This is an optimization exercise on Yosys and OpenROAD, whose aim is small area, not a production implementation.
The RTL was checked by simulation tests, not by an equivalence proof against the original design.
Power figures rest on the tool's default switching activity, not on a simulated workload.

== run X ==
==> module snn_wrapper, before the edit <==
module snn_wrapper(
        input clk,
        input rst,
        input [7:0] i_input_neurons,
        output [3:0] o_output_spike,
        output [29:0] o_hidden_spike
    );
    reg [9:0] tcnt;
    reg       tick_d;
    wire      tick = (tcnt == 10'h3ac);
    always @(posedge clk) begin
        if (rst || tick)
            tcnt <= 10'h001;
        else
            tcnt <= {tcnt[8:0], tcnt[9] ^ tcnt[6]};
        if (rst)
            tick_d <= 1'b0;
        else
            tick_d <= tick;
    end
    reg  [7:0]  in_s;      
    reg  [29:0] hs;        
    reg  [3:0]  os;        
    reg         fresh;     
    always @(posedge clk)
        if (tick) in_s <= i_input_neurons;
    assign o_hidden_spike = hs & {30{tick_d}};
    assign o_output_spike = os & {4{tick_d}};
    wire        wbit;
    wire [1:0]  oj;
    wire [3:0]  oi;
    wire        ou, oud, op, ord, owr, owdone;
    snn_ring #(.N(4), .W(16), .JB(2), .IB(4), .ANY(1), .ARM0(1)) u_oring (
        .clk(clk), .rst(rst), .fresh(fresh), .start(tick_d), .wbit(wbit),
        .j(oj), .i(oi), .u(ou), .ud(oud), .p(op), .rd(ord), .wr(owr),
        .done(), .wdone(owdone)
    );
    wire [4:0]  hj;
    wire [3:0]  hi;
    wire        hu, hud, hp, hrd, hwr, hdone;
    snn_ring #(.N(30), .W(15), .JB(5), .IB(4), .ANY(0), .ARM0(0)) u_hring (
        .clk(clk), .rst(rst), .fresh(fresh), .start(owdone), .wbit(wbit),
        .j(hj), .i(hi), .u(hu), .ud(hud), .p(hp), .rd(hrd), .wr(hwr),
        .done(hdone), .wdone()
    );
    wire        om   = ord || owr;           
    wire [3:0]  i    = om ? oi : hi;
    wire        u    = om ? ou : hu;
    wire        ud   = om ? oud : hud;
    wire        bnd  = om ? (oi == 4'd15) : (hi == 4'd14);
    wire        zi   = om ? (oi == 4'd0) : (hi == 4'd1);    
    wire [30:0] orom;
    wire [8:0]  hrom;
    snn_rom_o u_rom_o (.j(oj), .i(oi), .d(orom));
    snn_rom_h u_rom_h (.j(hj), .i(hi), .d(hrom));
    wire [29:0] og = hs & orom[29:0] & {30{om && !fresh}};
    wire [7:0]  hg = in_s & hrom[7:0] & {8{!om && !fresh}};
    wire [30:0] cb = {om ? orom[30] : hrom[8], og[29:8], og[7:0] | hg};
    reg  [4:0]  creg;      
    reg         breg;      
    reg         yreg;      
    reg  [2:0]  dh;        
    reg         preg;      
    wire [4:0]  cin = (i == 4'd0) ? 5'd0 : creg;
    wire [5:0]  sum;                     
    snn_csa_o u_sum (.b(cb), .c(cin), .s(sum));
    wire        xb  = sum[0];
    wire [1:0]  ds  = xb + !u + ((i == 4'd0) ? 1'b1 : breg);
    wire [2:0]  dht = creg[2:0] + u - 1'b1 + ds[1] - xb;
    wire        dd  = (i == 4'd0) ? dh[0] ^ creg[0] :
                      (i < 4'd4) ? dh[(i[1:0] == 2'd3) ? 2'd2 : i[1:0]] : ds[0];
    wire [1:0]  ys  = ud + dd + ((i == 4'd4) ? 1'b0 : yreg);
    assign wbit = preg ? zi : ys[0];
    always @(posedge clk) begin
        creg <= sum[5:1];
        breg <= ds[1];
        yreg <= ys[1];
        if (bnd) dh <= dht;
        else if (i == 4'd0) dh <= dh - creg[2:0];
        if (i == 4'd3) preg <= om ? op : hp;
        if (ord && oi == 4'd3) os[oj] <= op;
        if (hrd && hi == 4'd3) hs <= {hp, hs[29:1]};    
        if (rst)
            fresh <= 1'b1;
        else if (hdone)
            fresh <= 1'b0;
    end
endmodule
export LEC_CHECK = 0
export ABC_AREA = 1
export CAP_MARGIN = 20
export CORE_MARGIN = 2
export CORE_UTILIZATION = 40
export GPL_TIMING_DRIVEN = 0
export PLACE_DENSITY = 0.6
export SETUP_SLACK_MARGIN = 0.3
export SLEW_MARGIN = 20
export SYNTH_MEMORY_MAX_BITS = 16384
create_clock -name core_clock -period 10.0 [get_ports {clk}]
standard.sh (not shown) runs the stock make flow with config.mk's settings and CLKGATE_MAP_FILE= SYNTH_SCRIPT=/design/flow/synth_recipe.tcl, a recipe that flattens the netlist after the stock synthesis.
==> flow/flow/run.sh <==
#!/bin/bash
# Standard synthesis (standard.sh synth), unchanged; then its combinational
# logic re-mapped for area by flow/reabc.tcl (registers kept instance for
# instance); then the standard layout (standard.sh finish) of that netlist,
# with buf_1 port buffers and a clock tree without dummy loads.
# Each tool's output goes to a log file of its own in this folder.
set -euo pipefail
R=orfs/results/$FLOW_PLATFORM/snn_wrapper/base
bash standard.sh synth > flow_synth.log 2>&1
cp $R/1_2_yosys.v flow_std_synth.v
KEEP="sky130_fd_sc_hd__df* sky130_fd_sc_hd__edf* sky130_fd_sc_hd__sdf* sky130_fd_sc_hd__sedf* sky130_fd_sc_hd__dl*"
YOSYS=$(command -v yosys || echo "$FLOW_HOME/../tools/install/yosys/bin/yosys")
LIB=$FLOW_HOME/platforms/$FLOW_PLATFORM/lib/sky130_fd_sc_hd__tt_025C_1v80.lib \
NETLIST=$R/1_2_yosys.v TOP=$FLOW_TOP KEEP_CELLS="$KEEP" ABC_SCRIPT=flow/area.abc \
ADDER_MAP=$FLOW_HOME/platforms/$FLOW_PLATFORM/cells_adders_hd.v \
  "$YOSYS" -c flow/reabc.tcl > flow_reabc.log 2>&1
rm -f $R/1_synth.odb $R/1_synth.sdc
bash standard.sh \
  "BUFFER_PORTS_ARGS=-buffer_cell sky130_fd_sc_hd__buf_1" \
  "CTS_ARGS=-sink_clustering_enable -repair_clock_nets -dont_use_dummy_load -buf_list sky130_fd_sc_hd__clkbuf_4 -sink_clustering_size 10 -sink_clustering_max_diameter 35" \
  finish > flow_make.log 2>&1
Other scripts of this flow, unchanged in this note and not shown: flow/flow/area.abc, flow/flow/reabc.tcl
The inputs of run A differ from those of run X as listed below.
--- a/flow/design.v
+++ b/flow/design.v
@@ -812,19 +812,17 @@
     wire [5:0]  sum;                     
     snn_csa_o u_sum (.b(cb), .c(cin), .s(sum));
     wire        xb  = sum[0];
     wire [1:0]  ds  = xb + !u + ((i == 4'd0) ? 1'b1 : breg);
-    wire [2:0]  dht = creg[2:0] + u - 1'b1 + ds[1] - xb;
-    wire        dd  = (i == 4'd0) ? dh[0] ^ creg[0] :
-                      (i < 4'd4) ? dh[(i[1:0] == 2'd3) ? 2'd2 : i[1:0]] : ds[0];
+    wire [2:0]  dhi = creg[2:0] - ((sum[3:0] + 1'b1) >> 1) + u - 1'b1 + ds[1];
+    wire        dd  = (i < 4'd4) ? dh[(i[1:0] == 2'd3) ? 2'd2 : i[1:0]] : ds[0];
     wire [1:0]  ys  = ud + dd + ((i == 4'd4) ? 1'b0 : yreg);
     assign wbit = preg ? zi : ys[0];
     always @(posedge clk) begin
         creg <= sum[5:1];
         breg <= ds[1];
         yreg <= ys[1];
-        if (bnd) dh <= dht;
-        else if (i == 4'd0) dh <= dh - creg[2:0];
+        if (bnd) dh <= dhi;
         if (i == 4'd3) preg <= om ? op : hp;
         if (ord && oi == 4'd3) os[oj] <= op;
         if (hrd && hi == 4'd3) hs <= {hp, hs[29:1]};    
         if (rst)
### Flow results
Higher total power goes to run X over run A.
Number of global-route vias before repair: higher on run A
The global-route wire length before repair in run A sits about 1% above the value recorded for run X.
Cmp run X and run A / areal power density over the cells / lower: run A
Looking at number of gates resized after CTS, run A sits 6 above run X.

## port drivers added, routing unchanged
In the flow no input, the clock included, has a driving cell. The finished layouts below were timed again as built, in two steps. Step 1, drivers: a clkbuf_16 drives clk and a buf_2 each remaining input, both assumed. Step 2 times the ports against the registers' clock, not the clock port: input delays grow and output delays shrink by t, the midpoint of the rising clock arrivals with the driver on. Three values: ideal, step 1, step 2; two values: the first two.
run	t (ns)	setup WS [ns]	latest minus earliest clock arrival (ns)	slew at the worst register clock pin (ns)	cell pins on the clock port's net
run X	0.788	0.528 / 0.528 / 0.528	0.147 / 0.147	0.10 / 0.10	1
run A	0.829	0.553 / 0.553 / 0.553	0.078 / 0.078	0.10 / 0.10	1
After both steps setup and hold are still met in every run listed.
